This design comes from an exercise in tuning for small area, a short achievable clock period and few clock cycles on the open sky130 flow, not from production work.
Only simulation tests tie the RTL to the original design; equivalence was not proved.
Power figures rest on the tool's default switching activity, not on a simulated workload.

## SimpleCPU
module SimpleCPU(clk, rst, data_fromRAM, wrEn, addr_toRAM, data_toRAM);
clock: 11.0 ns
lec_check: 0
abc_area: 1
cap_margin: 20
core_margin: 2
core_utilization: 40
gpl_routability_driven: 0
slew_margin: 20
standard.sh (not shown) runs the stock make flow with config.mk's settings and CLKGATE_MAP_FILE= SYNTH_SCRIPT=/design/flow/synth_recipe.tcl, a recipe that flattens the netlist after the stock synthesis.
==> flow/flow/run.sh <==
#!/bin/bash
# The standard layout, with plain buffers instead of delay cells on the ports,
# and timing repair aimed at a shorter period than the clock's.
set -euo pipefail
export BUFFER_PORTS_ARGS="-buffer_cell sky130_fd_sc_hd__buf_2"
export SETUP_SLACK_MARGIN=7.8
bash standard.sh > standard.log 2>&1
Testbench counts at the start, summed over its fixed seeds: cycles 252,232.
Next try:
--- a/flow/flow/run.sh
+++ b/flow/flow/run.sh
@@ -4,4 +4,4 @@
 set -euo pipefail
 export BUFFER_PORTS_ARGS="-buffer_cell sky130_fd_sc_hd__buf_2"
-export SETUP_SLACK_MARGIN=7.8
+export SETUP_SLACK_MARGIN=7.75
 bash standard.sh > standard.log 2>&1
- CORE_UTILIZATION: 40 -> 50
- GPL_ROUTABILITY_DRIVEN: 0 -> unset
Result: Clock-buffer cell count shrinks by 1. Via count barely changes. Routed wire length drops by about 1.3%. Clock skew barely changes. First-iteration DRC count is lower by about 6.5%. Maximum frequency went down by about 1%. Combinational power is about the same. Cell area came out lower by 0.68%. Non-clock buffer count rose by 3. Cell count shrinks by 3.3%. Sequential cell count stays the same.
Next try:
--- a/flow/flow/run.sh
+++ b/flow/flow/run.sh
@@ -4,4 +4,5 @@
 set -euo pipefail
 export BUFFER_PORTS_ARGS="-buffer_cell sky130_fd_sc_hd__buf_2"
-export SETUP_SLACK_MARGIN=7.75
+export SETUP_SLACK_MARGIN=7.8
+export CTS_ARGS="-sink_clustering_enable -repair_clock_nets -buf_list sky130_fd_sc_hd__clkbuf_16 -root_buf sky130_fd_sc_hd__clkbuf_16 -sink_clustering_size 30 -sink_clustering_max_diameter 200"
 bash standard.sh > standard.log 2>&1
- CORE_UTILIZATION: 50 -> 40
After rerunning: Maximum frequency rises by 1.0%. Cell count climbs by 3.4%. Total power fell by 0.80%.
Next try:
==> flow/flow/run.sh (replaced) <==
#!/bin/bash
# The standard layout, with plain buffers instead of delay cells on the ports,
# and timing repair aimed at a shorter period than the clock's.
set -euo pipefail
export BUFFER_PORTS_ARGS="-buffer_cell sky130_fd_sc_hd__buf_2"
export SETUP_SLACK_MARGIN=7.85
bash standard.sh > standard.log 2>&1
- CTS_BUF_LIST: unset -> sky130_fd_sc_hd__clkbuf_4 sky130_fd_sc_hd__clkbuf_8 sky130_fd_sc_hd__clkbuf_16
After rerunning: The new run completed with no timing, DRC or antenna violations. Setup slack loses 3.0 ps. Synthesized cell count is unchanged. Final area goes up by about 2%. Register-to-register slack loses 40 ps. Area after synthesis is unchanged.

== the reference run ==
SimpleCPU, a different RTL version from the one above (not shown whole).
Size in the first run: ~1200 cells after synthesis, ~140 flip-flops, ~8500 um2 of cells after synthesis.
export LEC_CHECK = 0
export ABC_AREA = 1
export CAP_MARGIN = 20
export CORE_MARGIN = 2
export CORE_UTILIZATION = 40
export SLEW_MARGIN = 20
create_clock -name core_clock -period 11.0 [get_ports {clk}]
==> flow/flow/run.sh <==
#!/bin/bash
# The standard layout, with plain buffers instead of delay cells on the ports,
# and timing repair aimed at a shorter period than the clock's.
set -euo pipefail
export BUFFER_PORTS_ARGS="-buffer_cell sky130_fd_sc_hd__buf_2"
export SETUP_SLACK_MARGIN=7.75
bash standard.sh > standard.log 2>&1
Testbench counts of the reference run, summed over its fixed seeds: cycles 242,726.
Relative to the reference run, the following input files were edited for the trial run:
diff --git a/flow/flow/run.sh b/flow/flow/run.sh
--- a/flow/flow/run.sh
+++ b/flow/flow/run.sh
@@ -5,3 +5,3 @@
 export BUFFER_PORTS_ARGS="-buffer_cell sky130_fd_sc_hd__buf_2"
-export SETUP_SLACK_MARGIN=7.75
+export SETUP_SLACK_MARGIN=7.8
 bash standard.sh > standard.log 2>&1
==> notes.md <==
For the reference run and the trial run, there was not a single run that failed to finish clean.
Per the comparison of the trial run with the reference run, cell count stayed essentially flat; worst slew margin relative to its limit fell by 1.5 points; worst-margin pin slew rose by 0.023 ns.
Final design instance area without fill across the reference run and the trial run: no real change.
Routed wirelength normalized by instance count (higher): the reference run

Another version of the RTL of SimpleCPU (not shown whole).
For scale: about 140 flip-flops, roughly 77 I/O pins, about 8700 sq um of cells after synthesis.
// SimpleCPU
module SimpleCPU(clk, rst, data_fromRAM, wrEn, addr_toRAM, data_toRAM);
make LEC_CHECK=0 ABC_AREA=1 CAP_MARGIN=45 CORE_MARGIN=2 CORE_UTILIZATION=40 SETUP_SLACK_MARGIN=1.0 SLEW_MARGIN=45 finish   # period 11.0 ns
run.sh (not shown) runs the stock make flow with config.mk's settings and CLKGATE_MAP_FILE= SYNTH_SCRIPT=/design/flow/synth_recipe.tcl, a recipe that flattens the netlist after the stock synthesis.
Stock flow here: none of the scripts above is used.
The baseline passed the timing, DRC and antenna checks.
Testbench counts at the start, summed over its fixed seeds: cycles 257,548.
Change:
==> flow/flow/run.sh (new file) <==
#!/bin/bash
# The standard layout, with plain buffers instead of delay cells on the ports.
set -euo pipefail
export BUFFER_PORTS_ARGS="-buffer_cell sky130_fd_sc_hd__buf_4"
bash standard.sh > standard.log 2>&1
==> flow/standard.sh (new file) <==
#!/bin/bash
# synth_recipe.tcl (not shown) runs the flow's synth.tcl, then flattens the netlist and writes it again
# the make line also repeats each setting of config.mk as NAME=value (left out here)
make -C /OpenROAD-flow-scripts/flow DESIGN_CONFIG=/design/flow/config.mk WORK_HOME=/design/flow/orfs CLKGATE_MAP_FILE= SYNTH_SCRIPT=/design/flow/synth_recipe.tcl "${@:-finish}"
Settings changed: CAP_MARGIN 45 to 65, SLEW_MARGIN 45 to 65.
removed: flow/run.sh
=>
- setup slack gets better by 0.37 ns
- sequential power is lower by about 0.6%
- power decreases by 1.7%
- utilization falls by 0.85 points
- global-route usage stays flat
Change:
==> flow/flow/run.sh (replaced) <==
#!/bin/bash
# The standard layout, with plain buffers instead of delay cells on the ports,
# and timing repair aimed at a shorter period than the clock's.
set -euo pipefail
export BUFFER_PORTS_ARGS="-buffer_cell sky130_fd_sc_hd__buf_2"
export SETUP_SLACK_MARGIN=7.7
bash standard.sh > standard.log 2>&1
Settings changed: ABC_AREA 1 to 0, CAP_MARGIN 65 to 20, SETUP_SLACK_MARGIN 1.0 to default, SLEW_MARGIN 65 to 20.
What happened:
- maximum frequency increases by 1.6%
- final cell count decreases by 8.7%
- routed wire length increases by 4.6%

-- static timing again, ports no longer ideal --
The results above use ideal ports. As a check the final layouts listed here were re-extracted and re-timed, cells and wires unchanged.
Step 1 sets driving cells, clkbuf_16 on the clock port and buf_2 on the other inputs (assumed; they add their load-dependent delay and slew).
Step 2 moves the port delays by t, midway between the first and last clock arrival at a register: inputs arrive t later, outputs are due t later. That takes back most of the time a late clock gives input paths.
Three values: ideal ports, drivers, drivers and shift; two values: the first two.
run | shift t [ns] | setup WS [ns] | clock arrival spread, ns | worst data-port slew with drivers (ns) | cell pins on the clock port's net
the first run of note 1 | 0.473 | 7.807 / 7.759 / 7.502 | 0.009 / 0.010 | 0.03 | 1
the second run of note 1 | 0.473 | 7.774 / 7.730 / 7.534 | 0.009 / 0.009 | 0.03 | 1
the third run of note 1 | 0.474 | 7.806 / 7.760 / 7.505 | 0.012 / 0.012 | 0.03 | 1
the fourth run of note 1 | 0.477 | 7.803 / 7.756 / 7.570 | 0.007 / 0.006 | 0.03 | 1
the reference run | 0.477 | 7.787 / 7.736 / 7.481 | 0.011 / 0.012 | 0.06 | 1
the trial run | 0.476 | 7.826 / 7.776 / 7.504 | 0.010 / 0.010 | 0.06 | 1
the first run of note 3 | 0.484 | 7.163 / 7.163 / 7.125 | 0.013 / 0.013 | 0.06 | 1
the second run of note 3 | 0.491 | 7.535 / 7.535 / 7.503 | 0.013 / 0.013 | 0.04 | 1
the third run of note 3 | 0.473 | 7.588 / 7.588 / 7.335 | 0.014 / 0.014 | 0.03 | 1
After both steps every run listed still meets setup and hold. For the trial run, which loses most, drivers alone change the setup slack by -0.050 ns; drivers and shift together by -0.322 ns.
